Context: an optimization exercise on an open-source flow, tuned for small area, a short achievable clock period and few clock cycles. The choices shown serve that exercise and are no tape-out recipe.
In this exercise RTL edits were held to simulation tests only and were not proved equivalent to the original.
Power figures rest on the tool's default switching activity, not on a simulated workload.

**design.v**
```verilog
`timescale 1ns / 1ps
module stack
(
	clk,
	we,      
	waddr,
	wdata,
	raddr,
	rdata
);
parameter CPU_BIT_WIDTH = 32;
parameter DEPTH = 14;
input clk;
input we;
input [3:0] waddr;
input [CPU_BIT_WIDTH-1:0] wdata;
input [3:0] raddr;
output [CPU_BIT_WIDTH-1:0] rdata;
reg [CPU_BIT_WIDTH-1:0] mem [0:DEPTH-1];
integer i;
always @(posedge clk) begin
	for (i = 0; i < DEPTH; i = i + 1)
		if (we && waddr == i) mem[i] <= wdata;
end
assign rdata = (raddr < DEPTH) ? mem[raddr] : {CPU_BIT_WIDTH{1'b0}};
endmodule
`timescale 1ns / 1ps
module stack_cpu
(
	clk,  
	rst,  
	inst,  
	inst_ready,  
	inst_complete,  
	pc_next,  
	mem_we,  
	mem_addr,  
	mem_wdata,  
	mem_rdata  
);
input clk;
input rst;
input [31:0] inst;
input inst_ready;
output reg inst_complete;
output reg [31:0] pc_next;
output reg mem_we;
output reg [7:0] mem_addr;
output reg [31:0] mem_wdata;
input [31:0] mem_rdata;
localparam OP_SC = 5'd1, OP_SL = 5'd2, OP_SS = 5'd3, OP_SCMP = 5'd4,
           OP_SSLT = 5'd5, OP_JMP = 5'd6, OP_JZ = 5'd7, OP_JNZ = 5'd8,
           OP_SCALL = 5'd9, OP_SRTN = 5'd10, OP_SLAA = 5'd11, OP_ALLOC = 5'd12,
           OP_DEALLOC = 5'd13, OP_SADD = 5'd15, OP_SSUB = 5'd16, OP_SMULT = 5'd17;
reg COMPARE;
reg [31:0] next_open_mem;
reg [31:0] sframe;  
reg x_push, x_slaa, x_sl, x_ss, x_cmp, x_lt, x_add, x_sub, x_mul, x_pop1, x_scall, x_srtn;
reg [1:0] st;  
reg [3:0] argc;  
reg hit;  
reg [31:0] T, N;
reg tv, nv;
reg [3:0] top;  
wire arr_empty = (top == 4'd15);
wire [31:0] R;
wire two = x_ss || x_cmp || x_add || x_sub || x_mul || (x_srtn && st == 2'd0);
wire refill = two && !nv;
wire use_sub = x_sub || x_lt || x_mul;
wire [31:0] alu_a = x_slaa ? sframe : T;
wire [31:0] alu_b = x_slaa ? mem_wdata : (N ^ {32{use_sub}});
wire [32:0] alu = {1'b0, alu_a} + {1'b0, alu_b} + {32'd0, use_sub || x_slaa};
wire t_lt_n = ~alu[32];
wire t_eq_n = (T == N);
wire mswap = x_mul && nv && st == 2'd0 && t_lt_n;
wire mstep = x_mul && st != 2'd0;
wire [31:0] msum = mem_wdata + (T & {32{N[0]}}) + ({T[30:0], 1'b0} & {32{N[1]}});
wire mlast = (N[31:2] == 30'd0);
wire fin = inst_complete;
wire take = fin && inst_ready;
wire s_push = x_push;
wire s_setl = x_sl && fin;
wire s_keep = (x_add || x_sub) && nv || x_mul && mstep && mlast;
wire s_pop2 = (x_ss || x_cmp) && nv || x_srtn && st == 2'd0 && nv;
wire s_pop1 = x_pop1 || x_scall && !fin || x_srtn && st == 2'd1;
wire s_setf = x_scall && fin;
wire s_shift = mstep && !mlast;
wire arr_we = s_push && tv && nv && !rst;
wire [3:0] arr_waddr = top + 4'd1;
stack cpu_stack(
	.clk(clk),
	.we(arr_we),
	.waddr(arr_waddr),
	.wdata(N),
	.raddr(top),
	.rdata(R)
);
reg [31:0] t_next;
always @(*) begin
	t_next = T;
	if (s_push) t_next = x_slaa ? alu[31:0] : mem_wdata;
	else if (s_setl) t_next = mem_rdata;
	else if (s_keep) t_next = (x_mul ? msum : alu[31:0]);
	else if (s_pop1) t_next = nv ? N : R;
	else if (s_pop2) t_next = R;
	else if (s_setf) t_next = sframe;
	else if (mswap) t_next = N;
	else if (s_shift) t_next = {T[29:0], 2'b0};
end
reg [31:0] n_next;
always @(*) begin
	n_next = N;
	if (s_push || mswap) n_next = T;
	else if (s_pop1 && nv || s_keep || refill) n_next = R;
	else if (s_shift) n_next = {2'b0, N[31:2]};
end
wire c_next = (x_cmp && nv) ? (x_lt ? t_lt_n : t_eq_n) : COMPARE;
wire [31:0] no_inc = next_open_mem + 32'd1;
reg [31:0] no_next;
always @(*) begin
	no_next = next_open_mem;
	if (x_ss && nv && (T >= next_open_mem)) no_next = T + 32'd1;
	else if (x_scall) no_next = no_inc;
	else if (x_srtn && st == 2'd0 && nv) no_next = N;
end
wire [4:0] iop = inst[31:27];
wire i_push = (iop == OP_SC) || (iop == OP_SLAA) || (iop == OP_ALLOC);
wire jump = (iop == OP_JMP) || (iop == OP_SCALL) || (iop == OP_JZ && !c_next) || (iop == OP_JNZ && c_next);
wire [31:0] pc_inc = pc_next + 32'd1;
wire i_slaa = (iop == OP_SLAA);
wire [31:0] i_val = i_slaa ? {5'd0, inst[26:0]} + 32'd1 : (iop == OP_ALLOC) ? 32'd0 : {5'd0, inst[26:0]};
wire [7:0] i_addr = i_slaa ? sframe[7:0] + 8'd2 + inst[7:0] : (iop == OP_ALLOC) ? 8'd0 : inst[7:0];
reg m_we;
reg [7:0] m_addr;
reg [31:0] m_wdata;
always @(*) begin
	m_we = 1'b0;
	m_addr = t_next[7:0];
	m_wdata = t_next;
	if (take) begin
		if (iop == OP_SS && nv_next) begin m_we = 1'b1; m_wdata = n_next; end
		else if (iop == OP_SCALL) begin m_we = 1'b1; m_addr = no_next[7:0]; m_wdata = pc_inc; end
		else if (i_push) begin m_addr = i_addr; m_wdata = i_val; end
		else if ((iop == OP_JMP) || (iop == OP_JZ) || (iop == OP_JNZ) || (iop == OP_DEALLOC) || (iop == OP_SRTN)) m_addr = n_next[7:0];
	end
	else if (!fin) begin
		if (x_ss) begin m_we = 1'b1; m_wdata = n_next; end
		else if (x_scall) begin
			m_we = 1'b1; m_addr = no_next[7:0];
		end
		else if (x_srtn) m_addr = n_next[7:0];
		else if (x_mul) m_wdata = (st == 2'd0) ? 32'd0 : msum;
	end
end
reg tv_next, nv_next;
reg [3:0] top_next;
always @(*) begin
	tv_next = tv; nv_next = nv; top_next = top;
	if (s_push) begin
		tv_next = 1'b1;
		if (tv) begin
			nv_next = 1'b1;
			if (nv) top_next = top + 4'd1;
		end
	end
	else if (s_pop1) begin
		if (!arr_empty) top_next = top - 4'd1;
		else if (nv) nv_next = 1'b0;
		else tv_next = 1'b0;
	end
	else if (s_keep) begin
		if (!arr_empty) top_next = top - 4'd1;
		else nv_next = 1'b0;
	end
	else if (s_pop2) begin
		nv_next = 1'b0;
		if (!arr_empty) top_next = top - 4'd1;
		else tv_next = 1'b0;
	end
	else if (refill) begin
		nv_next = 1'b1;
		if (!arr_empty) top_next = top - 4'd1;
	end
end
wire hit_next = !mem_we && (mem_addr == t_next[7:0]);
wire [1:0] st_next = fin ? 2'd0 : refill ? st : (st == 2'd2) ? 2'd2 : st + 2'd1;
wire [3:0] argc_next = (x_scall && st == 2'd1) ? T[3:0] - 4'd1 : argc - 4'd1;
reg n_push, n_slaa, n_sl, n_ss, n_cmp, n_lt, n_add, n_sub, n_mul, n_pop1, n_scall, n_srtn;
always @(*) begin
	{n_push, n_slaa, n_sl, n_ss, n_cmp, n_lt, n_add, n_sub, n_mul, n_pop1, n_scall, n_srtn} = 12'd0;
	if (take) begin
		n_push = i_push;
		n_slaa = i_slaa;
		n_sl = (iop == OP_SL);
		n_ss = (iop == OP_SS);
		n_cmp = (iop == OP_SCMP) || (iop == OP_SSLT);
		n_lt = (iop == OP_SSLT);
		n_add = (iop == OP_SADD);
		n_sub = (iop == OP_SSUB);
		n_mul = (iop == OP_SMULT);
		n_pop1 = (iop == OP_JMP) || (iop == OP_JZ) || (iop == OP_JNZ) || (iop == OP_DEALLOC);
		n_scall = (iop == OP_SCALL);
		n_srtn = (iop == OP_SRTN);
	end
	else if (!fin) {n_push, n_slaa, n_sl, n_ss, n_cmp, n_lt, n_add, n_sub, n_mul, n_pop1, n_scall, n_srtn} =
		{x_push, x_slaa, x_sl, x_ss, x_cmp, x_lt, x_add, x_sub, x_mul, x_pop1, x_scall, x_srtn};
end
wire fin_next = n_sl ? (hit_next || st_next == 2'd1) :
                (n_ss || n_cmp || n_add || n_sub) ? nv_next :
                n_mul ? (st_next != 2'd0 && n_next[31:2] == 30'd0) :
                n_scall ? ((st_next == 2'd1) ? (t_next[3:0] == 4'd0) : (st_next == 2'd2) ? (argc_next == 4'd0) : 1'b0) :
                n_srtn ? (st_next == 2'd2) : 1'b1;
always @(posedge clk) begin
	if (rst) begin
		pc_next <= 32'd0;
		{x_push, x_slaa, x_sl, x_ss, x_cmp, x_lt, x_add, x_sub, x_mul, x_pop1, x_scall, x_srtn} <= 12'd0;
		st <= 2'd0;
		COMPARE <= 1'b0;
		next_open_mem <= 32'd0;
		sframe <= 32'd0;
		tv <= 1'b0;
		nv <= 1'b0;
		top <= 4'd15;
		mem_we <= 1'b0;
		hit <= 1'b0;
		inst_complete <= 1'b1;
	end
	else begin
		if (take) begin
			pc_next <= jump ? t_next : pc_inc;
		end
		{x_push, x_slaa, x_sl, x_ss, x_cmp, x_lt, x_add, x_sub, x_mul, x_pop1, x_scall, x_srtn} <=
			{n_push, n_slaa, n_sl, n_ss, n_cmp, n_lt, n_add, n_sub, n_mul, n_pop1, n_scall, n_srtn};
		st <= st_next;
		inst_complete <= fin_next;
		argc <= argc_next;
		COMPARE <= c_next;
		T <= t_next;
		N <= n_next;
		tv <= tv_next;
		nv <= nv_next;
		top <= top_next;
		next_open_mem <= no_next;
		if (x_scall && st == 2'd0) sframe <= next_open_mem;
		if (x_srtn && st == 2'd1) begin
			pc_next <= mem_rdata;
			sframe <= T;
		end
		hit <= hit_next;
		mem_we <= m_we;
		mem_addr <= m_addr;
		mem_wdata <= m_wdata;
	end
end
endmodule
```
**standard.sh**
```bash
#!/bin/bash
# synth_recipe.tcl (not shown) runs the flow's synth.tcl, then flattens the netlist and writes it again
# the make line also repeats each setting of config.mk as NAME=value (left out here)
make -C /OpenROAD-flow-scripts/flow DESIGN_CONFIG=/design/flow/config.mk WORK_HOME=/design/flow/orfs CLKGATE_MAP_FILE= SYNTH_SCRIPT=/design/flow/synth_recipe.tcl "${@:-finish}"
```
**config.mk**
```make
export PLATFORM = sky130hd
export DESIGN_NAME = stack_cpu
export DESIGN_NICKNAME = stack_cpu
export VERILOG_FILES = /design/flow/design.v
export SDC_FILE = /design/flow/constraint.sdc
export NUM_CORES = 4
export LEC_CHECK = 0
export ABC_CLOCK_PERIOD_IN_PS = 3500
export CAP_MARGIN = 20
export CORE_MARGIN = 2
export CORE_UTILIZATION = 50
export PLACE_DENSITY = 0.65
export SLEW_MARGIN = 20
```
**flow/run.sh**
```bash
#!/bin/bash
set -euo pipefail
bash standard.sh SETUP_SLACK_MARGIN=8 TNS_END_PERCENT=100 finish > standard.log 2>&1
```
**constraint.sdc**
```tcl
create_clock -name core_clock -period 12.0 [get_ports {clk}]
set_input_delay 2.4000 -clock core_clock [delete_from_list [all_inputs] [get_ports {clk}]]
set_output_delay 2.4000 -clock core_clock [all_outputs]
set_load 0.01 [all_outputs]
```
==> run notes, run 1 <==
- Worst path arrival time: 5590 ps
- I/O Buffers: 140
- DRT Wirelength: 200,700 um
- Final setup viols: 0
- Largest net degree at the start of global routing: 65
- Worst Setup Start Kind: input pin
- Clock root buffer: clkbuf_16
- Clock transition at path regs: 70 ps
- CTS Buf Count: 75
- Predominant post-synthesis flop cell: edfxtp_1
- Hold_sp: next_open_mem[17]$_SDFFE_PP0P_
- CP required: 12,610 ps
- Die ar.: 89,100 um^2
- Seq/Total Area, Yosys: 44.00%
- GRT overflow: 0
- Cell mode on critical path: a31oi_1
- Synthesis-stage register bit count: 675
- Clock sink count: 675
- Critical path endpoint category: flip-flop
- Number of flops mapped to enable cells by yosys: 556
- WL met2: 83,820 um
- Syn_nets: 4,801
- Row count: 108
- Total chip power: 6.942 mW
- DR vias: 43,550
- Hold Violations, Final: 0
- Setup CP Type: input pin to flip-flop
- Vias in the first global route: 40,340
- Core area: 86,350 um^2
- DRC errors left: 0
- Starting Density: 50.22%
- Synth Warn #: 3
- FMAX: 200.8 MHz
- Die X: 298.5 um
- Top Metal Used: met4
- CTS tree: built
- Setup tns final: 0 ps
- Synthesized area: 43,360 um^2
- CP max stage cell: clkdlybuf4s50_1
- CP peak stage delay: 730 ps
- H-tree Lvls: 3
- Drt first pass iters: 10
- Clk buf depth: 3
- Post-route clock period utilization: 41.51%
- Reg-to-reg critical path startpoint: st[0]$_SDFF_PP0_
- Post-layout min period: 4981 ps
- Post-Layout Cell Count: 6,126
- Later-pin clock latency in the skew report: 690 ps
- CP Launch Point: mem_rdata[4]
- Worst Hold Class: flip-flop to flip-flop
- Fillers: 6,998
- Setup WS pre-CTS: 5720 ps
- Slew Viols, Final: 0
- Final-stage net count: 5,132
- First-pass GRT wire length: 279,900 um
- Peak VDD IR: 0.1124 mV
- Detail Route Antenna Nets: 0
- Detailed Place HPWL: 125,700 um
- Gr usage total: 42.71%
- Drt wl/cell: 32.76 um
- RSZ-0062 raised after global routing: true
- Leak: 19.61 nW
- Initial drt markers: 7,002
- Routability congestion estimate: 1.020
- Post-synth cell types: 97
- Status: no timing/DRC/antenna violations
- Worst slew pin tran: 1227 ps
- DR vias/cell: 7.110
- Layout area overhead: 27.22%
- CP cell instances: clkdlybuf4s50_1, xnor2_1, a31oi_1, a211oi_1, o2111ai_1, a211o_1, nor4_1, nand4_1, nor4_4, a31oi_1, a311oi_2
- Cell Pwr Density: 125.8 nW/um^2
- Initial antenna violation count: 6
- Final Core Density: 63.89%
- Cells after DPL: 5,639
- Synth Instances: 4,577
- Height of the die: 298.5 um
- Crit-path max FO: 3
- WL met3: 27,900 um
- Share of cells above drive strength 1: 23.24%
- Met1 Wirelength: 71,660 um
- Mean post-synth cell area: 9.474 um^2
- CTS Hold Bufs: 0
- Fin worst setup slack: 7019 ps
- Slew Limit Headroom: 17.90%
- Clock Skews: 39.45 ps
- I/O Pins: 141
- Number of max-cap violations: 0
- Post-synth ARST share: 0%
## path summary, 6_finish.rpt
path / slack (ps) / cells after the start / endpoint
setup / recovery: 7020 / 11 / inst_complete$_SDFF_PP1_
setup reg to reg: 7050 / 15 / inst_complete$_SDFF_PP1_
hold reg to reg: 500 / 2 / sframe[17]$_SDFFE_PP0P_
hold / removal: 500 / 2 / sframe[17]$_SDFFE_PP0P_
## registers in the layout, summed over array words and instances (netlist names), 2 cells and up
signal,flops
argc,4
st,2
mem_addr,8
mem_wdata,32
T,32
N,32
next_open_mem,32
cpu_stack.mem,448
sframe,32
pc_next,32
top,4
## worst max-delay path: cells and delay by family
family                 cells  cell delay [ps]
buffers and inverters      1              730
AND/OR/NAND/NOR            3              890
AO/OA/AOI/OAI              6             1390
XOR/XNOR                   1              170
## placed cells by master, fill, tap and decap left out, drive strengths merged, types with 61 or more instances in the layout
master       instances
a211oi              86
a21oi              272
a22oi               82
a31oi               67
and2                91
buf                478
clkbuf             105
dfxtp              119
dlygate4sd2         72
edfxtp             556
ha                 123
inv                119
mux2i              107
nand2              515
nand3              133
nand4               62
nor2               376
nor3                85
o211ai              61
o21ai              288
xnor2              115
xor2                80
## per-stage QoR
step                hold slack [ps]  area (um^2)
floorplan                     458.4        44390
global placement              478.1        46650
detailed placement            484.5        46650
CTS                           490.7        53190
global route                  498.2        55160
finish                        497.8        55170
## per-layer routing
metal | track usage, % | up-vias
li1 | - | 18080
met1 | 54.88 | 20800
met2 | 62.96 | 3687
met3 | 12.21 | 985
met4 | 28.03 | 0
met5 | 0 | -
## final cells by class
cell class / count / area [um^2] / area share, %
antenna: 2 / 5.005 / 0.009072
multi-input combinational: 3422 / 25500 / 46.22
tap: 1155 / 1445 / 2.620
clock buffer: 100 / 2043 / 3.704
inverter: 112 / 432.9 / 0.7847
clock inverter: 38 / 380.4 / 0.6895
timing repair buffer: 622 / 6233 / 11.30
sequential: 675 / 19130 / 34.68
## report_power, final
part           switching [mW]  leakage [nW]  internal (mW)
clock                    1.06          1.18           1.28
sequential             0.0788          6.05           2.62
combinational            1.16          12.4          0.730
total                    2.30          19.6           4.64
## Yosys cell counts (all sizes together), types with 107 or more instances
master / number / area share (%)
xnor2: 115 / 2.3
o21ai: 288 / 3.3
nand3: 133 / 1.5
clkbuf: 271 / 2.3
edfxtp: 556 / 39
inv: 112 / 0.97
nand2: 514 / 4.5
nor2: 375 / 3.3
a21oi: 272 / 3.2
dfxtp: 119 / 5.5
ha: 123 / 3.5
mux2i: 107 / 2.5
## repair_timing
item	4_1_cts	5_1_grt
endpoints found under the hold margin	0	0
pin swaps	135	122
cloned	18	3
setup endpoints to repair	535	174
setup buffers	222	103
gates resized for setup	520	214
## cell families (layout without fill, tap and decap cells)
logic type	after synthesis	count (layout)	share of synthesized area, %
adder cells (fa/ha/maj)	157	157	5.119
XOR/XNOR	195	195	3.939
buffers and inverters	482	872	4.400
multiplexers	155	155	3.742
AO/OA/AOI/OAI	1414	1414	22.58
AND/OR/NAND/NOR	1499	1501	16.23
flip-flops	675	675	44.00
other	0	2	0
Testbench counts, summed over its fixed seeds: cycles 22,535.
==> run 2, diff against run 1 <==
--- a/design.v
+++ b/design.v
@@ -56,6 +56,8 @@
 reg [31:0] next_open_mem;
 reg [31:0] sframe;  
 reg x_push, x_slaa, x_sl, x_ss, x_cmp, x_lt, x_add, x_sub, x_mul, x_pop1, x_scall, x_srtn;
+reg x_jmp, x_jz, x_jnz;  
+reg x_jlate;  
 reg [1:0] st;  
 reg [3:0] argc;  
 reg hit;  
@@ -66,13 +68,15 @@
 wire [31:0] R;
 wire two = x_ss || x_cmp || x_add || x_sub || x_mul || (x_srtn && st == 2'd0);
 wire refill = two && !nv;
-wire use_sub = x_sub || x_lt || x_mul;
+wire use_sub = x_sub || x_lt;
 wire [31:0] alu_a = x_slaa ? sframe : T;
 wire [31:0] alu_b = x_slaa ? mem_wdata : (N ^ {32{use_sub}});
 wire [32:0] alu = {1'b0, alu_a} + {1'b0, alu_b} + {32'd0, use_sub || x_slaa};
 wire t_lt_n = ~alu[32];
 wire t_eq_n = (T == N);
-wire mswap = x_mul && nv && st == 2'd0 && t_lt_n;
+wire t_fewer = (T[31:8] == 24'd0 && N[31:8] != 24'd0) || (T[31:16] == 16'd0 && N[31:16] != 16'd0) ||
+               (T[31:24] == 8'd0 && N[31:24] != 8'd0);
+wire mswap = x_mul && nv && st == 2'd0 && t_fewer;
 wire mstep = x_mul && st != 2'd0;
 wire [31:0] msum = mem_wdata + (T & {32{N[0]}}) + ({T[30:0], 1'b0} & {32{N[1]}});
 wire mlast = (N[31:2] == 30'd0);
@@ -82,7 +86,7 @@
 wire s_setl = x_sl && fin;
 wire s_keep = (x_add || x_sub) && nv || x_mul && mstep && mlast;
 wire s_pop2 = (x_ss || x_cmp) && nv || x_srtn && st == 2'd0 && nv;
-wire s_pop1 = x_pop1 || x_scall && !fin || x_srtn && st == 2'd1;
+wire s_pop1 = x_pop1 && st == 2'd0 || x_scall && !fin || x_srtn && st == 2'd1;
 wire s_setf = x_scall && fin;
 wire s_shift = mstep && !mlast;
 wire arr_we = s_push && tv && nv && !rst;
@@ -107,6 +111,7 @@
 	else if (mswap) t_next = N;
 	else if (s_shift) t_next = {T[29:0], 2'b0};
 end
+wire late = !(x_push && !x_slaa);
 reg [31:0] n_next;
 always @(*) begin
 	n_next = N;
@@ -125,7 +130,9 @@
 end
 wire [4:0] iop = inst[31:27];
 wire i_push = (iop == OP_SC) || (iop == OP_SLAA) || (iop == OP_ALLOC);
-wire jump = (iop == OP_JMP) || (iop == OP_SCALL) || (iop == OP_JZ && !c_next) || (iop == OP_JNZ && c_next);
+wire i_jump = (iop == OP_JMP) || (iop == OP_JZ) || (iop == OP_JNZ);
+wire jump = (iop == OP_JMP) || (iop == OP_JZ && !COMPARE) || (iop == OP_JNZ && COMPARE);
+wire jtaken = x_jmp || x_jz && !COMPARE || x_jnz && COMPARE;
 wire [31:0] pc_inc = pc_next + 32'd1;
 wire i_slaa = (iop == OP_SLAA);
 wire [31:0] i_val = i_slaa ? {5'd0, inst[26:0]} + 32'd1 : (iop == OP_ALLOC) ? 32'd0 : {5'd0, inst[26:0]};
@@ -185,9 +192,9 @@
 wire hit_next = !mem_we && (mem_addr == t_next[7:0]);
 wire [1:0] st_next = fin ? 2'd0 : refill ? st : (st == 2'd2) ? 2'd2 : st + 2'd1;
 wire [3:0] argc_next = (x_scall && st == 2'd1) ? T[3:0] - 4'd1 : argc - 4'd1;
-reg n_push, n_slaa, n_sl, n_ss, n_cmp, n_lt, n_add, n_sub, n_mul, n_pop1, n_scall, n_srtn;
-always @(*) begin
-	{n_push, n_slaa, n_sl, n_ss, n_cmp, n_lt, n_add, n_sub, n_mul, n_pop1, n_scall, n_srtn} = 12'd0;
+reg n_push, n_slaa, n_sl, n_ss, n_cmp, n_lt, n_add, n_sub, n_mul, n_pop1, n_scall, n_srtn, n_jmp, n_jz, n_jnz, n_jlate;
+always @(*) begin
+	{n_push, n_slaa, n_sl, n_ss, n_cmp, n_lt, n_add, n_sub, n_mul, n_pop1, n_scall, n_srtn, n_jmp, n_jz, n_jnz, n_jlate} = 16'd0;
 	if (take) begin
 		n_push = i_push;
 		n_slaa = i_slaa;
@@ -201,19 +208,24 @@
 		n_pop1 = (iop == OP_JMP) || (iop == OP_JZ) || (iop == OP_JNZ) || (iop == OP_DEALLOC);
 		n_scall = (iop == OP_SCALL);
 		n_srtn = (iop == OP_SRTN);
-	end
-	else if (!fin) {n_push, n_slaa, n_sl, n_ss, n_cmp, n_lt, n_add, n_sub, n_mul, n_pop1, n_scall, n_srtn} =
-		{x_push, x_slaa, x_sl, x_ss, x_cmp, x_lt, x_add, x_sub, x_mul, x_pop1, x_scall, x_srtn};
+		n_jmp = (iop == OP_JMP);
+		n_jz = (iop == OP_JZ);
+		n_jnz = (iop == OP_JNZ);
+		n_jlate = i_jump && late;
+	end
+	else if (!fin) {n_push, n_slaa, n_sl, n_ss, n_cmp, n_lt, n_add, n_sub, n_mul, n_pop1, n_scall, n_srtn, n_jmp, n_jz, n_jnz, n_jlate} =
+		{x_push, x_slaa, x_sl, x_ss, x_cmp, x_lt, x_add, x_sub, x_mul, x_pop1, x_scall, x_srtn, x_jmp, x_jz, x_jnz, x_jlate};
 end
 wire fin_next = n_sl ? (hit_next || st_next == 2'd1) :
                 (n_ss || n_cmp || n_add || n_sub) ? nv_next :
                 n_mul ? (st_next != 2'd0 && n_next[31:2] == 30'd0) :
                 n_scall ? ((st_next == 2'd1) ? (t_next[3:0] == 4'd0) : (st_next == 2'd2) ? (argc_next == 4'd0) : 1'b0) :
-                n_srtn ? (st_next == 2'd2) : 1'b1;
+                n_srtn ? (st_next == 2'd2) :
+                n_jlate ? (st_next != 2'd0) : 1'b1;
 always @(posedge clk) begin
 	if (rst) begin
 		pc_next <= 32'd0;
-		{x_push, x_slaa, x_sl, x_ss, x_cmp, x_lt, x_add, x_sub, x_mul, x_pop1, x_scall, x_srtn} <= 12'd0;
+		{x_push, x_slaa, x_sl, x_ss, x_cmp, x_lt, x_add, x_sub, x_mul, x_pop1, x_scall, x_srtn, x_jmp, x_jz, x_jnz, x_jlate} <= 16'd0;
 		st <= 2'd0;
 		COMPARE <= 1'b0;
 		next_open_mem <= 32'd0;
@@ -227,10 +239,12 @@
 	end
 	else begin
 		if (take) begin
-			pc_next <= jump ? t_next : pc_inc;
-		end
-		{x_push, x_slaa, x_sl, x_ss, x_cmp, x_lt, x_add, x_sub, x_mul, x_pop1, x_scall, x_srtn} <=
-			{n_push, n_slaa, n_sl, n_ss, n_cmp, n_lt, n_add, n_sub, n_mul, n_pop1, n_scall, n_srtn};
+			if (!(i_jump && late) && iop != OP_SCALL) pc_next <= jump ? mem_wdata : pc_inc;
+		end
+		else if (x_jlate && st == 2'd0) pc_next <= jtaken ? T : pc_inc;
+		else if (x_scall && st == 2'd0) pc_next <= T;
+		{x_push, x_slaa, x_sl, x_ss, x_cmp, x_lt, x_add, x_sub, x_mul, x_pop1, x_scall, x_srtn, x_jmp, x_jz, x_jnz, x_jlate} <=
+			{n_push, n_slaa, n_sl, n_ss, n_cmp, n_lt, n_add, n_sub, n_mul, n_pop1, n_scall, n_srtn, n_jmp, n_jz, n_jnz, n_jlate};
 		st <= st_next;
 		inst_complete <= fin_next;
 		argc <= argc_next;
==> flow/run.sh (replaced) <==
#!/bin/bash
set -euo pipefail
bash standard.sh SETUP_SLACK_MARGIN=8 TNS_END_PERCENT=100 MATCH_CELL_FOOTPRINT=0 \
  'BUFFER_PORTS_ARGS=-buffer_cell sky130_fd_sc_hd__buf_4' finish > standard.log 2>&1
==> run notes, run 2 <==
- DRC errors left: 0 (unchanged)
- Setup tns final: 0 ps (unchanged)
- Status: no timing/DRC/antenna violations
- Critical path endpoint category: flip-flop
- Post-DP Area: 46,130 um^2 (-1.1%)
- CTS Buf Count: 77 (+2.7%)
- Most common cell after layout, fill and taps aside: edfxtp_1
- Hold Violations, Final: 0 (unchanged)
- Seq/Total Area, Yosys: 44.14% (+0.15 points)
- FMAX: 231.1 MHz (+15%)
- CP peak stage delay: 580 ps (-150 ps)
- Die ar.: 89,180 um^2 (about the same)
- Worst slew pin tran: 1177 ps (-50.16 ps)
- Clock share of power: 33.4% (-0.4 points)
- Cell family with most CP delay: compound AO/OA/AOI/OAI gates
- Setup WS pre-CTS: 6653 ps (+932.8 ps)
- Post-synth ARST share: 0% (unchanged)
- Number of max-cap violations: 0 (unchanged)
- Core area: 86,350 um^2 (unchanged)
- CTS Hold Bufs: 0 (unchanged)
- DRT Wirelength: 195,700 um (-2.5%)
- Detail Route Antenna Nets: 0 (unchanged)
- Area leader, netlist: edfxtp_1
- CP cell instances: buf_12, ha_1, fa_1, inv_1, fa_2, nor2b_4, o31ai_4, a211o_4, a21oi_4, o211ai_1, a31o_4, o21ai_4, xnor2_2, o221a_2, a211oi_2, a21o_1
- Top cells by count, synth: edfxtp_1, nand2_1, nor2_1
- I/O Pins: 141 (unchanged)
- H-tree Lvls: 3 (unchanged)
- Initial drt markers: 6,320 (-9.7%)
- Clock transition at path regs: 60 ps (about the same)
- Clock sink count: 679 (+0.59%)
- Post-synthesis compound-gate area fraction: 23.37% (+0.79 points)
- Crit-path max FO: 26 (+23)
- Total chip power: 7.327 mW (+5.5%)
- Routability congestion estimate: 1.017 (-0.25%)
- Die X: 298.6 um (about the same)
- I/O Buffers: 140 (unchanged)
- Syn_nets: 4,823 (+0.46%)
- Drt first pass iters: 9 (-1)
- Cell Pwr Density: 141.2 nW/um^2 (+12%)
- CP bufs+invs: 2 (+1)
- DR vias: 41,950 (-3.7%)
- Top area cells in the synthesized netlist: edfxtp_1, dfxtp_1, nand2_1
- Post-route clock period utilization: 36.06% (-5.5 points)
- Number of flops mapped to enable cells by yosys: 556 (unchanged)
- First-pass GRT wire length: 276,600 um (-1.2%)
- Most flops, register: cpu_stack.mem
- Gr usage total: 42.54% (-0.17 points)
- Simple-gate share of the synthesized area: 16.11% (-0.12 points)
- Drt wl/cell: 32.73 um (-0.10%)
- Sw Pwr: 2.499 mW (+8.5%)
- Global-route met1 utilization: 55.08% (+0.20 points)
- M3 GR Usage: 9.756% (-2.5 points)
- Vias in the first global route: 38,660 (-4.2%)
- Met2 usage in global routing: 65.64% (+2.7 points)
- Most frequent cells in the layout: edfxtp_1, nand2_1, nor2_1, buf_4, a21oi_1
- Mean post-synth cell area: 9.435 um^2 (-0.41%)
- Share of power burned in registers: 37.6% (-1.3 points)
- Predominant post-synthesis flop cell: edfxtp_1
- Clock Skews: 32.23 ps (-7.228 ps)
- Largest net degree at the start of global routing: 72 (+11%)
- Pint: 4.828 mW (+4.1%)
- Synth Area in Adders: 5.085% (-0.033 points)
- Clock root buffer: clkbuf_16
- Comb pwr share: 29.0% (+1.8 points)
- Final-stage net count: 4,978 (-3.0%)
- Peak VDD IR: 0.1144 mV (+1.8%)
- Synth Warn #: 3 (unchanged)
- Row count: 108 (unchanged)
- Switch share: 34.11% (+0.93 points)
- Fillers: 7,354 (+5.1%)
- Layout area overhead: 19.57%
- Post-layout min period: 4327 ps (-654.3 ps)
- Largest family of logic cells by synthesized area: compound AO/OA/AOI/OAI gates
- Slew Viols, Final: 0 (unchanged)
- Top-count cell post-synth: edfxtp_1
- Initial antenna violation count: 14 (+8)
- Clk buf depth: 3 (unchanged)
- Top cell type's share of synthesized area: 38.47% (about the same)
- CP required: 12,520 ps (-90 ps)
- Slew Limit Headroom: 20.95% (+3.0 points)
- Multiplexer area fraction after synthesis: 2.727% (-1.0 points)
- Worst Setup Start Kind: flip-flop
- Synthesis-stage register bit count: 679 (+0.59%)
- Worst Hold Class: flip-flop to flip-flop
- Leak: 18.05 nW (-8.0%)
- Starting Density: 50.26% (about the same)
- CTS tree: built
- Post-layout instance area: 51,890 um^2 (-5.9%)
- Busiest grt layer: met2
- Worst path arrival time: 4850 ps (-740 ps)
- Setup CP Type: flip-flop to flip-flop
- Height of the die: 298.6 um (about the same)
- Synthesized area: 43,400 um^2 (about the same)
- Max reg flops: 448 (unchanged)
- Later-pin clock latency in the skew report: 680 ps (about the same)
- Xor-xnor portion of the synthesized cell area: 4.073% (+0.13 points)
- DR vias/cell: 7.017 (-1.3%)
- Post-synth cell types: 108 (+11%)
- Synth Instances: 4,600 (+0.50%)
- Share of cells above drive strength 1: 19.73% (-3.5 points)
- Detailed Place HPWL: 129,200 um (+2.8%)
- CP max stage cell: fa_1
- GRT overflow: 0 (unchanged)
- Final setup viols: 0 (unchanged)
- Fin worst setup slack: 7673 ps (+654.3 ps)
- RSZ-0062 raised after global routing: true
==> run 2: cell count changes after synthesis, moves of 15 or more <==
cell      before  now
mux2i_1      107   71
nand3_1      133  152
a21oi_1      270  291
a22oi_1       82  109
nor4_1        41   26
clkbuf_1     270  243
a311oi_1      47   70
buf_2         54   73
o211ai_1      60   93
nand2_1      512  483
nor2_1       374  436
xor2_1        80   95
==> run 2: power by group through the flow <==
stage / logic (mW) / clock network [mW] / registers [mW]
after floorplan: 1.06 / 0 / 2.80
after global placement: 1.63 / 0 / 2.85
after detailed placement: 1.63 / 0 / 2.85
after CTS: 1.93 / 2.44 / 2.75
after global routing: 2.21 / 2.54 / 2.76
final: 2.12 / 2.45 / 2.75
==> run 2: stage by stage <==
step	util (%)	hold WS [ps]	instances
after floorplan	-	458.4	4600
after global placement	53.41	478.8	5674
after detailed placement	53.42	480.9	5674
after CTS	59.00	490.9	5938
after global routing	60.09	506.5	5976
final	60.10	493.0	5978
==> run 2: final cells by class <==
type	count	area, um^2	area share, %
antenna	4	10.01	0.01929
clock buffer	98	2036	3.923
clock inverter	45	563.0	1.085
inverter	112	454.2	0.8752
multi-input combinational	3437	24300	46.83
sequential	679	19180	36.96
tap	1155	1445	2.785
timing repair buffer	448	3902	7.520
==> run 2: layer usage <==
metal	vias up	part of all wire, %
li1	17790	-
met1	20060	36
met2	3322	44
met3	774	13
met4	6	7.1
met5	-	0.022
==> run 2: cell families (layout without fill, tap and decap cells) <==
logic type	count (synthesis)	after routing
AND/OR/NAND/NOR	1500	1502
multiplexers	113	113
XOR/XNOR	201	201
AO/OA/AOI/OAI	1465	1465
other	0	4
adder cells (fa/ha/maj)	156	156
buffers and inverters	486	703
flip-flops	679	679
==> run 2: final timing paths <==
path	end	from	cells after the start	slack, ps
min	pc_next[1]$_SDFFE_PP0P_	pc_next[1]$_SDFFE_PP0P_	2	490
min reg2reg	pc_next[1]$_SDFFE_PP0P_	pc_next[1]$_SDFFE_PP0P_	2	490
max reg2reg	mem_wdata[29]$_DFFE_PN_	N[1]$_DFFE_PN_	16	7670
max	mem_wdata[29]$_DFFE_PN_	N[1]$_DFFE_PN_	16	7670
==> run 2: what timing repair did <==
| item | 4_1_cts | 5_1_grt |
|---|---|---|
| pin swaps | 62 | 49 |
| endpoints found under the hold margin | 0 | 0 |
| setup buffers | 115 | 35 |
| resized for setup | 242 | 130 |
| setup endpoints to repair | 382 | 147 |
| cloned | 6 | 1 |
==> run 2: worst reg2reg max path: cells and delay by family, from the launching register on <==
| kind | cells | cell delay, ps |
|---|---|---|
| AOI/OAI and AO/OA | 9 | 1930 |
| adders and majority gates | 3 | 1260 |
| DFF | 1 | 440 |
| buffers and inverters | 2 | 280 |
| and+or+nand+nor | 1 | 150 |
| xor gates and xnor gates | 1 | 120 |
Testbench counts of run 2, summed over its fixed seeds: cycles 22,589.
==> run 3, diff against run 2 <==
==> flow/run.sh (replaced) <==
#!/bin/bash
set -euo pipefail
bash standard.sh SETUP_SLACK_MARGIN=7 TNS_END_PERCENT=100 MATCH_CELL_FOOTPRINT=0 \
  'BUFFER_PORTS_ARGS=-buffer_cell sky130_fd_sc_hd__buf_4' finish > standard.log 2>&1
==> run notes, run 3 <==
- Status: no timing/DRC/antenna violations
- Number of max-cap violations: 0 (unchanged)
- Worst Hold Class: flip-flop to flip-flop
- CP required: 12,520 ps (about the same)
- Predominant post-synthesis flop cell: edfxtp_1
- CTS Hold Bufs: 0 (unchanged)
- Clock root buffer: clkbuf_16
- Hold Path Sink: pc_next[31]$_SDFFE_PP0P_
- I/O Buffers: 140 (unchanged)
- Post-route clock period utilization: 41.25% (+5.2 points)
- DRT Wirelength: 180,900 um (-7.5%)
- Number of flops mapped to enable cells by yosys: 556 (unchanged)
- Crit-path max FO: 70 (+170%)
- I/O Pins: 141 (unchanged)
- Clock sink count: 679 (unchanged)
- Die X: 298.6 um (unchanged)
- Synth Warn #: 3 (unchanged)
- Worst path arrival time: 5470 ps (+620 ps)
- Initial drt markers: 6,118 (-3.2%)
- Multi-input logic area: 22,680 um^2 (-6.7%)
- Critical path endpoint category: flip-flop
- DR vias/cell: 6.952 (-0.93%)
- Detailed Place HPWL: 126,200 um (-2.3%)
- Most frequent cells in the layout: edfxtp_1, nand2_1, nor2_1, buf_4, a21oi_1
- RSZ-0062 raised after global routing: false
- Mean post-synth cell area: 9.435 um^2 (unchanged)
- CP cell instances: inv_1, ha_1, buf_4, nand2_8, buf_12, and3_1, buf_4, a21oi_1, nor2_1, buf_4, o211ai_1, o31a_1, o21ai_2, nor3_1, a2111oi_2, nor2_1, o21ai_1
- Post-DP Area: 45,840 um^2 (-0.62%)
- Most flops, register: cpu_stack.mem
- Top cell type's share of synthesized area: 38.47% (unchanged)
- Cell family with most CP delay: compound AO/OA/AOI/OAI gates
- Height of the die: 298.6 um (unchanged)
- FF-to-FF End: mem_addr[0]$_DFFE_PN_
- Top area cells in the synthesized netlist: edfxtp_1, dfxtp_1, nand2_1
- Die ar.: 89,180 um^2 (unchanged)
- Synthesis-stage register bit count: 679 (unchanged)
- CP peak stage delay: 540 ps (-40 ps)
- Slew Limit Headroom: 15.71% (-5.2 points)
- Hold_sp: pc_next[31]$_SDFFE_PP0P_
- Share of cells above drive strength 1: 12.42% (-7.3 points)
- Synthesized area: 43,400 um^2 (unchanged)
- Seq/Total Area, Yosys: 44.14% (unchanged)
- Worst Setup Start Kind: flip-flop
- Gr usage total: 39.43% (-3.1 points)
- CP max stage cell: a2111oi_2
- Final-stage net count: 4,838 (-2.8%)
- GRT overflow: 0 (unchanged)
- Synth Instances: 4,600 (unchanged)
- Clock transition at path regs: 60 ps (about the same)
- Cell Pwr Density: 140.3 nW/um^2 (-0.64%)
- Post-layout min period: 4950 ps (+623.1 ps)
- Largest net degree at the start of global routing: 97 (+35%)
- CTS tree: built
- Peak VDD IR: 0.1305 mV (+14%)
- Fillers: 7,729 (+5.1%)
- Post-synth cell types: 108 (unchanged)
- First-pass GRT wire length: 259,900 um (-6.0%)
- Clock Skews: 39.50 ps (+7.276 ps)
- Later-pin clock latency in the skew report: 680 ps (about the same)
- Drt wl/cell: 31.01 um (-5.3%)
- Top-count cell post-synth: edfxtp_1
- Detail Route Antenna Nets: 0 (unchanged)
- Top cells by count, synth: edfxtp_1, nand2_1, nor2_1
- Max reg flops: 448 (unchanged)
- Hold Violations, Final: 0 (unchanged)
- Post-layout instance area: 48,590 um^2 (-6.4%)
- CTS Buf Count: 78 (+1.3%)
- Slew Viols, Final: 0 (unchanged)
- Vias in the first global route: 37,940 (-1.9%)
- Area leader, netlist: edfxtp_1
- Register area: 19,170 um^2 (about the same)
- Drt first pass iters: 7 (-2)
- Leak: 16.83 nW (-6.7%)
- Final setup viols: 0 (unchanged)
- Layout area overhead: 11.96%
- Cell mode on critical path: buf_4
- R2r worst-path depth: 17 (+1)
- Post-synth ARST share: 0% (unchanged)
- Flop2flop setup slack: 7050 ps (-620 ps)
- Initial antenna violation count: 14 (unchanged)
- Routability congestion estimate: 1.028 (+1.0%)
- Setup CP Type: flip-flop to flip-flop
- Most common cell after layout, fill and taps aside: edfxtp_1
- Worst slew pin tran: 1257 ps (+80.01 ps)
- Row count: 108 (unchanged)
- Starting Density: 50.26% (unchanged)
- CP bufs+invs: 5 (+3)
- Clk buf depth: 3 (unchanged)
- H-tree Lvls: 3 (unchanged)
- Syn_nets: 4,823 (unchanged)
- FMAX: 202.0 MHz (-13%)
- Core area: 86,350 um^2 (unchanged)
- Reg-to-reg critical path startpoint: st[1]$_SDFF_PP0_
- DRC errors left: 0 (unchanged)
- Setup tns final: 0 ps (unchanged)
- DR vias: 40,570 (-3.3%)
- Hold path depth: 2 (unchanged)
==> run 3: changes by cell type in the layout (fill, tap and decap cells not counted), sizes merged <==
cell / before / now
clkinvlp: 6 / 2
or2: 7 / 6
diode: 4 / 3
bufinv: 6 / 2
nand3: 153 / 152
clkinv: 32 / 29
buf: 440 / 309
clkbuf: 106 / 109
inv: 113 / 112
==> run 3: where the power goes <==
group	internal, mW	switching [mW]	leakage (nW)
Sequential	2.66	0.138	6.08
Clock	1.30	1.06	1.21
Combinational	0.595	1.06	9.55
Total	4.56	2.26	16.8
==> run 3: cell families (layout without fill, tap and decap cells) <==
group	count (synthesis)	in the layout	share of synthesized area, %
AND/OR/NAND/NOR	1500	1500	16.11
buffers and inverters	486	563	4.491
multiplexers	113	113	2.727
XOR/XNOR	201	201	4.073
AO/OA/AOI/OAI	1465	1465	23.37
other	0	3	0
flip-flops	679	679	44.14
adder cells (fa/ha/maj)	156	156	5.085
==> run 3: stage by stage <==
stage | hold slack, ps | utilization, % | setup WS [ps] | power (mW) | cells
after floorplan | 458.4 | - | 7047 | 3.825 | 4600
after global placement | 470.4 | 53.08 | 6308 | 4.408 | 5682
after detailed placement | 483.1 | 53.09 | 6445 | 4.413 | 5682
after CTS | 492.9 | 56.07 | 6946 | 6.740 | 5829
after global routing | 517.6 | 56.27 | 6984 | 7.025 | 5833
final | 489.0 | 56.28 | 7050 | 6.817 | 5835
==> run 3: worst max-delay path by stage <==
stage	slack [ps]	from	depth (start not counted)	end
3_3_place_gp	6310	inst[31]	13	mem_wdata[23]$_DFFE_PN_
3_5_place_dp	6440	inst[31]	11	mem_wdata[22]$_DFFE_PN_
2_1_floorplan	7050	x_slaa$_SDFFE_PP0P_	19	mem_wdata[30]$_DFFE_PN_
6_report	7050	st[1]$_SDFF_PP0_	17	mem_addr[0]$_DFFE_PN_
5_1_grt	6980	x_lt$_SDFFE_PP0P_	18	mem_wdata[26]$_DFFE_PN_
4_1_cts	6950	top[1]$_SDFFE_PP1P_	16	inst_complete$_SDFF_PP1_
==> run 3: final cells by class <==
cell class / instances / area share [%]
Multi-Input combinational cell: 3435 / 46.66
Sequential cell: 679 / 39.46
Timing Repair Buffer: 309 / 4.887
Clock buffer: 109 / 4.370
Tap cell: 1155 / 2.974
Inverter: 112 / 0.8729
Clock inverter: 33 / 0.7570
Antenna cell: 3 / 0.01545
==> run 3: tightest hold or removal path, stage by stage (launching register included) <==
cell	delay [ps]
dfxtp_1	330
nand2_1	60
a21oi_1	50
==> run 3: timing repair <==
item                       CTS  global route
setup buffers                5             3
pin swaps                    1             0
gates resized for setup      9            40
setup endpoints to repair   23            32
==> run 3: routing by layer <==
metal  GRT usage, %  vias to the layer above  share of wire (%)
li1               -                    17500                  -
met2          61.26                     2905                 44
met4          21.39                        6                6.6
met3          7.735                      648                 12
met1          52.06                    19510                 38
met5              0                        -              0.020
==> run 4, diff against run 3 <==
--- a/design.v
+++ b/design.v
@@ -54,7 +54,7 @@
            OP_DEALLOC = 5'd13, OP_SADD = 5'd15, OP_SSUB = 5'd16, OP_SMULT = 5'd17;
 reg COMPARE;
 reg [31:0] next_open_mem;
-reg [31:0] sframe;  
+reg [31:0] sframe1;  
 reg x_push, x_slaa, x_sl, x_ss, x_cmp, x_lt, x_add, x_sub, x_mul, x_pop1, x_scall, x_srtn;
 reg x_jmp, x_jz, x_jnz;  
 reg x_jlate;  
@@ -69,8 +69,8 @@
 wire two = x_ss || x_cmp || x_add || x_sub || x_mul || (x_srtn && st == 2'd0);
 wire refill = two && !nv;
 wire use_sub = x_sub || x_lt;
-wire [31:0] alu_a = x_slaa ? sframe : T;
-wire [31:0] alu_b = x_slaa ? mem_wdata : (N ^ {32{use_sub}});
+wire [31:0] alu_a = (x_slaa || x_scall) ? sframe1 : T;
+wire [31:0] alu_b = x_slaa ? mem_wdata : x_scall ? 32'hffffffff : (N ^ {32{use_sub}});
 wire [32:0] alu = {1'b0, alu_a} + {1'b0, alu_b} + {32'd0, use_sub || x_slaa};
 wire t_lt_n = ~alu[32];
 wire t_eq_n = (T == N);
@@ -107,7 +107,7 @@
 	else if (s_keep) t_next = (x_mul ? msum : alu[31:0]);
 	else if (s_pop1) t_next = nv ? N : R;
 	else if (s_pop2) t_next = R;
-	else if (s_setf) t_next = sframe;
+	else if (s_setf) t_next = alu[31:0];
 	else if (mswap) t_next = N;
 	else if (s_shift) t_next = {T[29:0], 2'b0};
 end
@@ -135,8 +135,8 @@
 wire jtaken = x_jmp || x_jz && !COMPARE || x_jnz && COMPARE;
 wire [31:0] pc_inc = pc_next + 32'd1;
 wire i_slaa = (iop == OP_SLAA);
-wire [31:0] i_val = i_slaa ? {5'd0, inst[26:0]} + 32'd1 : (iop == OP_ALLOC) ? 32'd0 : {5'd0, inst[26:0]};
-wire [7:0] i_addr = i_slaa ? sframe[7:0] + 8'd2 + inst[7:0] : (iop == OP_ALLOC) ? 8'd0 : inst[7:0];
+wire [31:0] i_val = (iop == OP_ALLOC) ? 32'd0 : {5'd0, inst[26:0]};
+wire [7:0] i_addr = i_slaa ? sframe1[7:0] + inst[7:0] + 8'd1 : (iop == OP_ALLOC) ? 8'd0 : inst[7:0];
 reg m_we;
 reg [7:0] m_addr;
 reg [31:0] m_wdata;
@@ -189,7 +189,18 @@
 		if (!arr_empty) top_next = top - 4'd1;
 	end
 end
-wire hit_next = !mem_we && (mem_addr == t_next[7:0]);
+reg [7:0] t_lo;
+always @(*) begin
+	t_lo = T[7:0];
+	if (s_push) t_lo = x_slaa ? alu[7:0] : mem_wdata[7:0];
+	else if (s_keep) t_lo = (x_mul ? msum[7:0] : alu[7:0]);
+	else if (s_pop1) t_lo = nv ? N[7:0] : R[7:0];
+	else if (s_pop2) t_lo = R[7:0];
+	else if (s_setf) t_lo = alu[7:0];
+	else if (mswap) t_lo = N[7:0];
+	else if (s_shift) t_lo = {T[5:0], 2'b0};
+end
+wire hit_next = !mem_we && !s_setl && (mem_addr == t_lo);
 wire [1:0] st_next = fin ? 2'd0 : refill ? st : (st == 2'd2) ? 2'd2 : st + 2'd1;
 wire [3:0] argc_next = (x_scall && st == 2'd1) ? T[3:0] - 4'd1 : argc - 4'd1;
 reg n_push, n_slaa, n_sl, n_ss, n_cmp, n_lt, n_add, n_sub, n_mul, n_pop1, n_scall, n_srtn, n_jmp, n_jz, n_jnz, n_jlate;
@@ -219,7 +230,7 @@
 wire fin_next = n_sl ? (hit_next || st_next == 2'd1) :
                 (n_ss || n_cmp || n_add || n_sub) ? nv_next :
                 n_mul ? (st_next != 2'd0 && n_next[31:2] == 30'd0) :
-                n_scall ? ((st_next == 2'd1) ? (t_next[3:0] == 4'd0) : (st_next == 2'd2) ? (argc_next == 4'd0) : 1'b0) :
+                n_scall ? ((st_next == 2'd1) ? ((nv ? N[3:0] : R[3:0]) == 4'd0) : (st_next == 2'd2) ? (argc_next == 4'd0) : 1'b0) :
                 n_srtn ? (st_next == 2'd2) :
                 n_jlate ? (st_next != 2'd0) : 1'b1;
 always @(posedge clk) begin
@@ -229,7 +240,7 @@
 		st <= 2'd0;
 		COMPARE <= 1'b0;
 		next_open_mem <= 32'd0;
-		sframe <= 32'd0;
+		sframe1 <= 32'd1;
 		tv <= 1'b0;
 		nv <= 1'b0;
 		top <= 4'd15;
@@ -255,10 +266,10 @@
 		nv <= nv_next;
 		top <= top_next;
 		next_open_mem <= no_next;
-		if (x_scall && st == 2'd0) sframe <= next_open_mem;
+		if (x_scall && st == 2'd0) sframe1 <= no_inc;
 		if (x_srtn && st == 2'd1) begin
 			pc_next <= mem_rdata;
-			sframe <= T;
+			sframe1 <= T + 32'd1;
 		end
 		hit <= hit_next;
 		mem_we <= m_we;
==> flow/run.sh (replaced) <==
#!/bin/bash
set -euo pipefail
bash standard.sh SETUP_SLACK_MARGIN=8 TNS_END_PERCENT=100 MATCH_CELL_FOOTPRINT=0 \
  'BUFFER_PORTS_ARGS=-buffer_cell sky130_fd_sc_hd__buf_4' finish > standard.log 2>&1
==> run notes, run 4 <==
- Status: no timing/DRC/antenna violations
- Post-layout instance area: 53,180 um^2 (+9.4%)
- Slew Limit Headroom: 9.579% (-6.1 points)
- Initial drt markers: 7,578 (+24%)
- Later-pin clock latency in the skew report: 710 ps (+30 ps)
- CP Launch Point: N[0]$_DFFE_PN_
- Clk buf depth: 3 (unchanged)
- WL met2: 85,100 um (+6.5%)
- Post-synth ARST share: 0% (unchanged)
- Peak VDD IR: 0.1205 mV (-7.7%)
- Number of flops mapped to enable cells by yosys: 556 (unchanged)
- CP required: 12,500 ps (-20 ps)
- Cell family with most CP delay: compound AO/OA/AOI/OAI gates
- DR vias: 43,570 (+7.4%)
- Largest net degree at the start of global routing: 75 (-23%)
- Area leader, netlist: edfxtp_1
- Synthesis-stage register bit count: 679 (unchanged)
- Setup CP Type: flip-flop to flip-flop
- Multiplexer area fraction after synthesis: 3.884% (+1.2 points)
- Hold Path Sink: x_jnz$_SDFFE_PP0P_
- Synth Area in Adders: 4.995% (-0.091 points)
- Vias in the first global route: 38,820 (+2.3%)
- Fillers: 7,071 (-8.5%)
- Top-count cell post-synth: edfxtp_1
- Gr usage total: 48.61% (+9.2 points)
- Height of the die: 296.2 um (-0.82%)
- R2r worst-path depth: 17 (unchanged)
- Final-stage net count: 4,961 (+2.5%)
- H-tree Lvls: 3 (unchanged)
- Synth Instances: 4,464 (-3.0%)
- Synthesized area: 42,690 um^2 (-1.6%)
- Xor-xnor portion of the synthesized cell area: 4.740% (+0.67 points)
- Row count: 107 (-0.93%)
- Simple-gate share of the synthesized area: 14.54% (-1.6 points)
- Worst Setup Start Kind: flip-flop
- Final Core Density: 62.66% (+6.4 points)
- Core area: 84,880 um^2 (-1.7%)
- Top area cells in the synthesized netlist: edfxtp_1, dfxtp_1, a21oi_1
- Routability congestion estimate: 1.082 (+5.3%)
- Post-route clock period utilization: 37.05% (-4.2 points)
- RSZ-0062 raised after global routing: true
- First-pass GRT wire length: 299,800 um (+15%)
- CP bufs+invs: 3 (-2)
- Reg-to-reg critical path startpoint: N[0]$_DFFE_PN_
- Register area: 19,180 um^2 (about the same)
- Largest family of logic cells by synthesized area: compound AO/OA/AOI/OAI gates
- Top cells by count, synth: edfxtp_1, nor2_1, nand2_1
- Worst slew pin tran: 1342 ps (+85.38 ps)
- Crit-path max FO: 10 (-86%)
- Cell mode on critical path: buf_6
- Post-synth cell types: 85 (-21%)
- Starting Density: 50.29% (about the same)
- Worst path arrival time: 4950 ps (-520 ps)
- CTS Hold Bufs: 0 (unchanged)
- Total chip power: 7.712 mW (+13%)
- Layout area overhead: 24.59%
- Clock Skews: 75.89 ps (+36.39 ps)
- Post-synthesis compound-gate area fraction: 23.03% (-0.34 points)
- I/O Pins: 141 (unchanged)
- Setup tns final: 0 ps (unchanged)
- Number of max-cap violations: 0 (unchanged)
- Share of cells above drive strength 1: 24.58% (+12 points)
- Hold path depth: 2 (unchanged)
- Initial antenna violation count: 29 (+15)
- Most flops, register: cpu_stack.mem
- Detail Route Antenna Nets: 0 (unchanged)
- Flop2flop setup slack: 7550 ps (+500 ps)
- I/O Buffers: 140 (unchanged)
- Clock root buffer: clkbuf_16
- Critical path endpoint category: flip-flop
- FMAX: 224.9 MHz (+11%)
- Detailed Place HPWL: 144,700 um (+15%)
- Clock transition at path regs: 60 ps (about the same)
- Post-DP Area: 45,780 um^2 (-0.13%)
- Top cell type's share of synthesized area: 39.11% (+0.64 points)
- GRT overflow: 0 (unchanged)
- Mean post-synth cell area: 9.562 um^2 (+1.3%)
- Worst Hold Class: flip-flop to flip-flop
- Most frequent cells in the layout: edfxtp_1, buf_4, nand2_1, nor2_1, a21oi_1
- Final setup viols: 0 (unchanged)
- Syn_nets: 4,681 (-2.9%)
- WL met3: 36,980 um (+76%)
- Drt wl/cell: 36.80 um (+19%)
- Hold Violations, Final: 0 (unchanged)
- Cell Pwr Density: 145.0 nW/um^2 (+3.4%)
- CTS Buf Count: 77 (-1.3%)
- CTS tree: built
- Most common cell after layout, fill and taps aside: edfxtp_1
- CP cell instances: buf_6, clkbuf_16, and2_1, fa_1, ha_4, nand4_1, o221ai_2, o21ai_2, a211o_4, a21oi_4, o21bai_4, buf_6, nand2_4, nor2_1, nand3b_1, a32o_1, o31ai_1
- CP max stage cell: fa_1
- Predominant post-synthesis flop cell: edfxtp_1
- Die X: 296.2 um (-0.82%)
- FF-to-FF End: mem_wdata[29]$_DFFE_PN_
- Post-layout min period: 4446 ps (-504.4 ps)
- DRC errors left: 0 (unchanged)
- Top Metal Used: met5
- CP peak stage delay: 480 ps (-60 ps)
- DRT Wirelength: 219,700 um (+21%)
- DR vias/cell: 7.298 (+5.0%)
- Synth Warn #: 3 (unchanged)
- Clock sink count: 679 (unchanged)
- Leak: 18.90 nW (+12%)
- Hold_sp: x_jnz$_SDFFE_PP0P_
- Multi-input logic area: 24,780 um^2 (+9.3%)
- Drt first pass iters: 12 (+5)
- Met1 Wirelength: 79,400 um (+17%)
- Slew Viols, Final: 0 (unchanged)
- Seq/Total Area, Yosys: 44.88% (+0.74 points)
- Die ar.: 87,730 um^2 (-1.6%)
- Max reg flops: 448 (unchanged)
[run 4: worst min-delay path, cell delays in order, from the launching register on]
cell and delay [ps]:
dfxtp_1 330, a32oi_1 50, nor2_1 80
[run 4: cell families after synthesis]
family | Yosys count
AOI/OAI and AO/OA | 1453
and+or+nand+nor | 1358
DFF | 679
buffers and inverters | 437
xor gates and xnor gates | 231
muxes | 156
adders and majority gates | 150
[run 4: worst max-delay path by stage]
stage,to,slack [ps],cells past startpoint
floorplan,mem_addr[7]$_DFFE_PN_,7700,11
global placement,mem_wdata[14]$_DFFE_PN_,6460,16
detailed placement,mem_wdata[14]$_DFFE_PN_,6480,16
CTS,inst_complete$_SDFF_PP1_,7550,16
global route,mem_wdata[30]$_DFFE_PN_,7570,19
finish,mem_wdata[29]$_DFFE_PN_,7550,17
[run 4: area by class of cell]
| type | count | share of cell area [%] |
|---|---|---|
| Multi-Input combinational cell | 3349 | 46.60 |
| Inverter | 82 | 0.6446 |
| Sequential cell | 679 | 36.07 |
| Tap cell | 1144 | 2.692 |
| Clock inverter | 42 | 0.8117 |
| Timing Repair Buffer | 555 | 9.133 |
| Clock buffer | 101 | 3.964 |
| Antenna cell | 19 | 0.08940 |
[run 4: metal layers]
metal	track usage, %	vias to the layer above
met1	63.74	20980
li1	-	17510
met4	28.84	26
met3	21.37	1099
met2	65.60	3968
met5	1.497	-
[run 4: per-stage QoR]
stage / worst slack, ps / hold slack [ps] / cells
3_3_place_gp: 6462 / 466.9 / 5569
5_1_grt: 7570 / 522.5 / 5957
3_5_place_dp: 6484 / 477.9 / 5569
4_1_cts: 7547 / 492.8 / 5889
6_report: 7554 / 490.4 / 5971
2_1_floorplan: 7699 / 444.3 / 4464
[run 4: repair_timing]
action | CTS | global route
buffers inserted | 162 | 63
endpoints found under the setup margin | 588 | 161
resized for setup | 339 | 231
cloned | 15 | 0
pin swaps | 111 | 121
[run 4: power breakdown]
| group | total [mW] | internal [mW] | switching, mW |
|---|---|---|---|
| Combinational | 2.55 | 0.964 | 1.59 |
| Sequential | 2.74 | 2.65 | 0.0896 |
| Clock | 2.42 | 1.34 | 1.08 |
Testbench counts of run 4, summed over its fixed seeds: cycles 22,589.
==> run 5, diff against run 4 <==
--- a/design.v
+++ b/design.v
@@ -143,17 +143,17 @@
 always @(*) begin
 	m_we = 1'b0;
 	m_addr = t_next[7:0];
-	m_wdata = t_next;
+	m_wdata = n_next;
 	if (take) begin
-		if (iop == OP_SS && nv_next) begin m_we = 1'b1; m_wdata = n_next; end
+		if (iop == OP_SS && nv_next) m_we = 1'b1;
 		else if (iop == OP_SCALL) begin m_we = 1'b1; m_addr = no_next[7:0]; m_wdata = pc_inc; end
 		else if (i_push) begin m_addr = i_addr; m_wdata = i_val; end
 		else if ((iop == OP_JMP) || (iop == OP_JZ) || (iop == OP_JNZ) || (iop == OP_DEALLOC) || (iop == OP_SRTN)) m_addr = n_next[7:0];
 	end
 	else if (!fin) begin
-		if (x_ss) begin m_we = 1'b1; m_wdata = n_next; end
+		if (x_ss) m_we = 1'b1;
 		else if (x_scall) begin
-			m_we = 1'b1; m_addr = no_next[7:0];
+			m_we = 1'b1; m_addr = no_next[7:0]; m_wdata = nv ? N : R;
 		end
 		else if (x_srtn) m_addr = n_next[7:0];
 		else if (x_mul) m_wdata = (st == 2'd0) ? 32'd0 : msum;
==> flow/run.sh (replaced) <==
#!/bin/bash
set -euo pipefail
bash standard.sh SETUP_SLACK_MARGIN=9 TNS_END_PERCENT=0 MATCH_CELL_FOOTPRINT=0 \
  'BUFFER_PORTS_ARGS=-buffer_cell sky130_fd_sc_hd__buf_4' finish > standard.log 2>&1
==> run notes, run 5 <==
- Initial antenna violation count: 13 (-55%)
- Starting Density: 50.21% (-0.081 points)
- Number of flops mapped to enable cells by yosys: 556 (unchanged)
- Top-count cell post-synth: edfxtp_1
- Clock share of power: 36.7% (+5.3 points)
- Area leader, netlist: edfxtp_1
- Worst path arrival time: 4960 ps (about the same)
- I/O Pins: 141 (unchanged)
- First-pass GRT wire length: 266,800 um (-11%)
- Top cell type's share of synthesized area: 39.18% (+0.063 points)
- DRC errors left: 0 (unchanged)
- Top cells by count, synth: edfxtp_1, nand2_1, nor2_1
- Initial drt markers: 7,206 (-4.9%)
- Clock sink count: 679 (unchanged)
- Setup tns final: 0 ps (unchanged)
- Hold_sp: x_jnz$_SDFFE_PP0P_
- DR vias/cell: 7.129 (-2.3%)
- Die ar.: 87,590 um^2 (-0.16%)
- DRT Wirelength: 189,300 um (-14%)
- Flop2flop setup slack: 7590 ps (+30 ps)
- Critical path endpoint category: flip-flop
- Peak VDD IR: 0.09802 mV (-19%)
- Max reg flops: 448 (unchanged)
- Setup CP Type: flip-flop to flip-flop
- Switch share: 30.97% (-4.7 points)
- Reg-to-reg critical path startpoint: nv$_SDFF_PP0_
- Detailed Place HPWL: 124,600 um (-14%)
- Most frequent cells in the layout: edfxtp_1, nand2_1, nor2_1, a21oi_1, buf_4
- FMAX: 226.5 MHz (+0.71%)
- Post-synth cell types: 99 (+16%)
- Final-stage net count: 4,649 (-6.3%)
- Clock Skews: 40.51 ps (-35.38 ps)
- Drt first pass iters: 12 (unchanged)
- Die X: 296.0 um (about the same)
- Height of the die: 296.0 um (about the same)
- Predominant post-synthesis flop cell: edfxtp_1
- Number of max-cap violations: 0 (unchanged)
- Hold Path Sink: x_jnz$_SDFFE_PP0P_
- Gr usage total: 42.43% (-6.2 points)
- R2r worst-path depth: 10 (-7)
- Mean post-synth cell area: 9.867 um^2 (+3.2%)
- I/O Buffers: 140 (unchanged)
- Pint: 4.468 mW (-9.9%)
- CP required: 12,540 ps (+40 ps)
- Synthesis-stage register bit count: 679 (unchanged)
- Leak: 17.63 nW (-6.7%)
- Sw Pwr: 2.005 mW (-27%)
- Hold Violations, Final: 0 (unchanged)
- Synth Warn #: 3 (unchanged)
- Final setup viols: 0 (unchanged)
- Clk buf depth: 3 (unchanged)
- Seq/Total Area, Yosys: 44.95% (+0.072 points)
- Share of power burned in registers: 42.4% (+6.8 points)
- Post-synth ARST share: 0% (unchanged)
- Post-layout min period: 4414 ps (-31.14 ps)
- Clock transition at path regs: 60 ps (about the same)
- GRT overflow: 0 (unchanged)
- Top area cells in the synthesized netlist: edfxtp_1, dfxtp_1, a21oi_1
- Comb pwr share: 20.9% (-12 points)
- Final Core Density: 58.25% (-4.4 points)
- Synthesized area: 42,620 um^2 (-0.16%)
- Vias in the first global route: 36,680 (-5.5%)
- Detail Route Antenna Nets: 0 (unchanged)
- Synth Instances: 4,319 (-3.2%)
- Largest net degree at the start of global routing: 65 (-13%)
- Core area: 84,880 um^2 (unchanged)
- Hold path depth: 2 (unchanged)
- CP Launch Point: nv$_SDFF_PP0_
- Slew Viols, Final: 0 (unchanged)
- Worst Setup Start Kind: flip-flop
- Later-pin clock latency in the skew report: 670 ps (-40 ps)
- Share of cells above drive strength 1: 17.51% (-7.1 points)
- CTS Buf Count: 77 (unchanged)
- RSZ-0062 raised after global routing: true
- Status: no timing/DRC/antenna violations
- Post-route clock period utilization: 36.79% (-0.26 points)
- Clock root buffer: clkbuf_16
- Row count: 107 (unchanged)
- Crit-path max FO: 56 (+46)
- CTS tree: built
- H-tree Lvls: 3 (unchanged)
- Most flops, register: cpu_stack.mem
- Routability congestion estimate: 1.043 (-3.7%)
- Drt wl/cell: 33.51 um (-8.9%)
- Most common cell after layout, fill and taps aside: edfxtp_1
- Slew Limit Headroom: 16.71% (+7.1 points)
- Syn_nets: 4,535 (-3.1%)
- Worst Hold Class: flip-flop to flip-flop
- Layout area overhead: 16.02%
- Cell Pwr Density: 130.9 nW/um^2 (-9.7%)
- Worst slew pin tran: 1238 ps (-104.2 ps)
- DR vias: 40,260 (-7.6%)
- FF-to-FF End: mem_addr[7]$_DFFE_PN_
run 5: logic make-up (layout without fill, tap and decap cells):
logic type | count (synthesis) | count (layout) | share of synthesized area, %
AO/OA/AOI/OAI | 1366 | 1366 | 22.23
XOR/XNOR | 230 | 230 | 4.727
adder cells (fa/ha/maj) | 149 | 149 | 4.973
buffers and inverters | 427 | 602 | 4.122
flip-flops | 679 | 679 | 44.95
multiplexers | 198 | 198 | 4.900
other | 0 | 9 | 0
AND/OR/NAND/NOR | 1270 | 1270 | 14.10
run 5: layout make-up:
cell class,instances,area [um^2]
antenna,9,22.52
multi-input combinational,3213,22700
fill,7347,35430
timing repair buffer,376,3269
clock buffer,104,2059
inverter,86,366.6
tap,1144,1431
clock inverter,36,411.6
sequential,679,19180
run 5: layer usage:
layer,GRT usage [%],vias to the layer above,wire length (um)
met1,57.74,19480,70710
met2,58.79,3295,76410
li1,-,16710,-
met4,26.21,12,14680
met5,0,-,92
met3,13.02,768,27360
run 5: power groups by stage:
stage                     registers [mW]  logic (mW)  clock network, mW
after detailed placement            2.81        1.11                  0
after global routing                2.74        1.40               2.46
after CTS                           2.74        1.26               2.38
final                               2.75        1.35               2.37
after floorplan                     2.75       0.694                  0
after global placement              2.81        1.10                  0
run 5: critical path: stages, from the launching register on:
cell and delay [ps]:
dfxtp_2 430, buf_6 460, nand2_1 440, nor3_1 1030, o31ai_1 190, buf_4 240
nand2_1 200, buf_4 440, a21oi_1 330, a221oi_1 370, or2_1 140
run 5: worst max path at each step:
stage | to | slack (ps) | cells past startpoint
3_3_place_gp | mem_wdata[20]$_DFFE_PN_ | 6540 | 11
5_1_grt | mem_wdata[24]$_DFFE_PN_ | 7530 | 17
2_1_floorplan | mem_addr[6]$_DFFE_PN_ | 7650 | 13
6_report | mem_addr[7]$_DFFE_PN_ | 7590 | 10
3_5_place_dp | mem_wdata[20]$_DFFE_PN_ | 6490 | 11
4_1_cts | T[21]$_DFFE_PP_ | 7780 | 15
run 5: through the flow:
stage / total power, mW / hold WS, ps / cells / cell area (um^2) / worst slack (ps)
finish: 6.472 / 461.3 / 5647 / 49440 / 7586
global route: 6.595 / 492.0 / 5638 / 49420 / 7528
CTS: 6.370 / 466.9 / 5635 / 49200 / 7780
detailed placement: 3.913 / 458.5 / 5399 / 45030 / 6491
global placement: 3.909 / 461.4 / 5399 / 45030 / 6544
floorplan: 3.446 / 440.7 / 4319 / 42870 / 7653
run 5: what timing repair did:
action                                  CTS  global route
gates resized for setup                 171            41
hold buffers                              0             0
pin swaps                                35            15
setup buffers                            86             3
cloned                                   10             0
endpoints found under the setup margin  799           802
Testbench counts of run 5, summed over its fixed seeds: cycles 22,589.

-- port drivers added, routing unchanged --
How much do the figures lean on ideal ports? The routed layouts below were timed once more, with nothing changed but the port constraints. Step 1 sets driving cells, clkbuf_16 on the clock port and buf_2 on the other inputs (assumed; they add their load-dependent delay and slew). Step 2 also shifts input and output timing later by t, the mid clock arrival at the registers, as if the neighbouring blocks saw the same clock. Three values: ideal, step 1, step 2; two values: the first two.
run	t, ns	slack for setup (ns)	hold WS [ns]	worst setup path at the end	pins driven straight from the clock port
run 1	0.746	7.019 / 7.047 / 6.318	0.498 / 0.498 / 0.498	input to register	1
run 2	0.740	7.673 / 7.673 / 6.992	0.493 / 0.493 / 0.493	input to register	1
run 3	0.734	7.050 / 7.050 / 6.508	0.489 / 0.489 / 0.489	input to register	1
run 4	0.757	7.554 / 7.554 / 6.965	0.490 / 0.490 / 0.490	input to register	1
run 5	0.726	7.586 / 7.586 / 7.009	0.461 / 0.461 / 0.461	input to register	1
After both steps setup and hold are still met in every run listed. For run 1, which loses most, drivers alone change the setup slack by +0.028 ns; drivers and shift together by -0.701 ns.
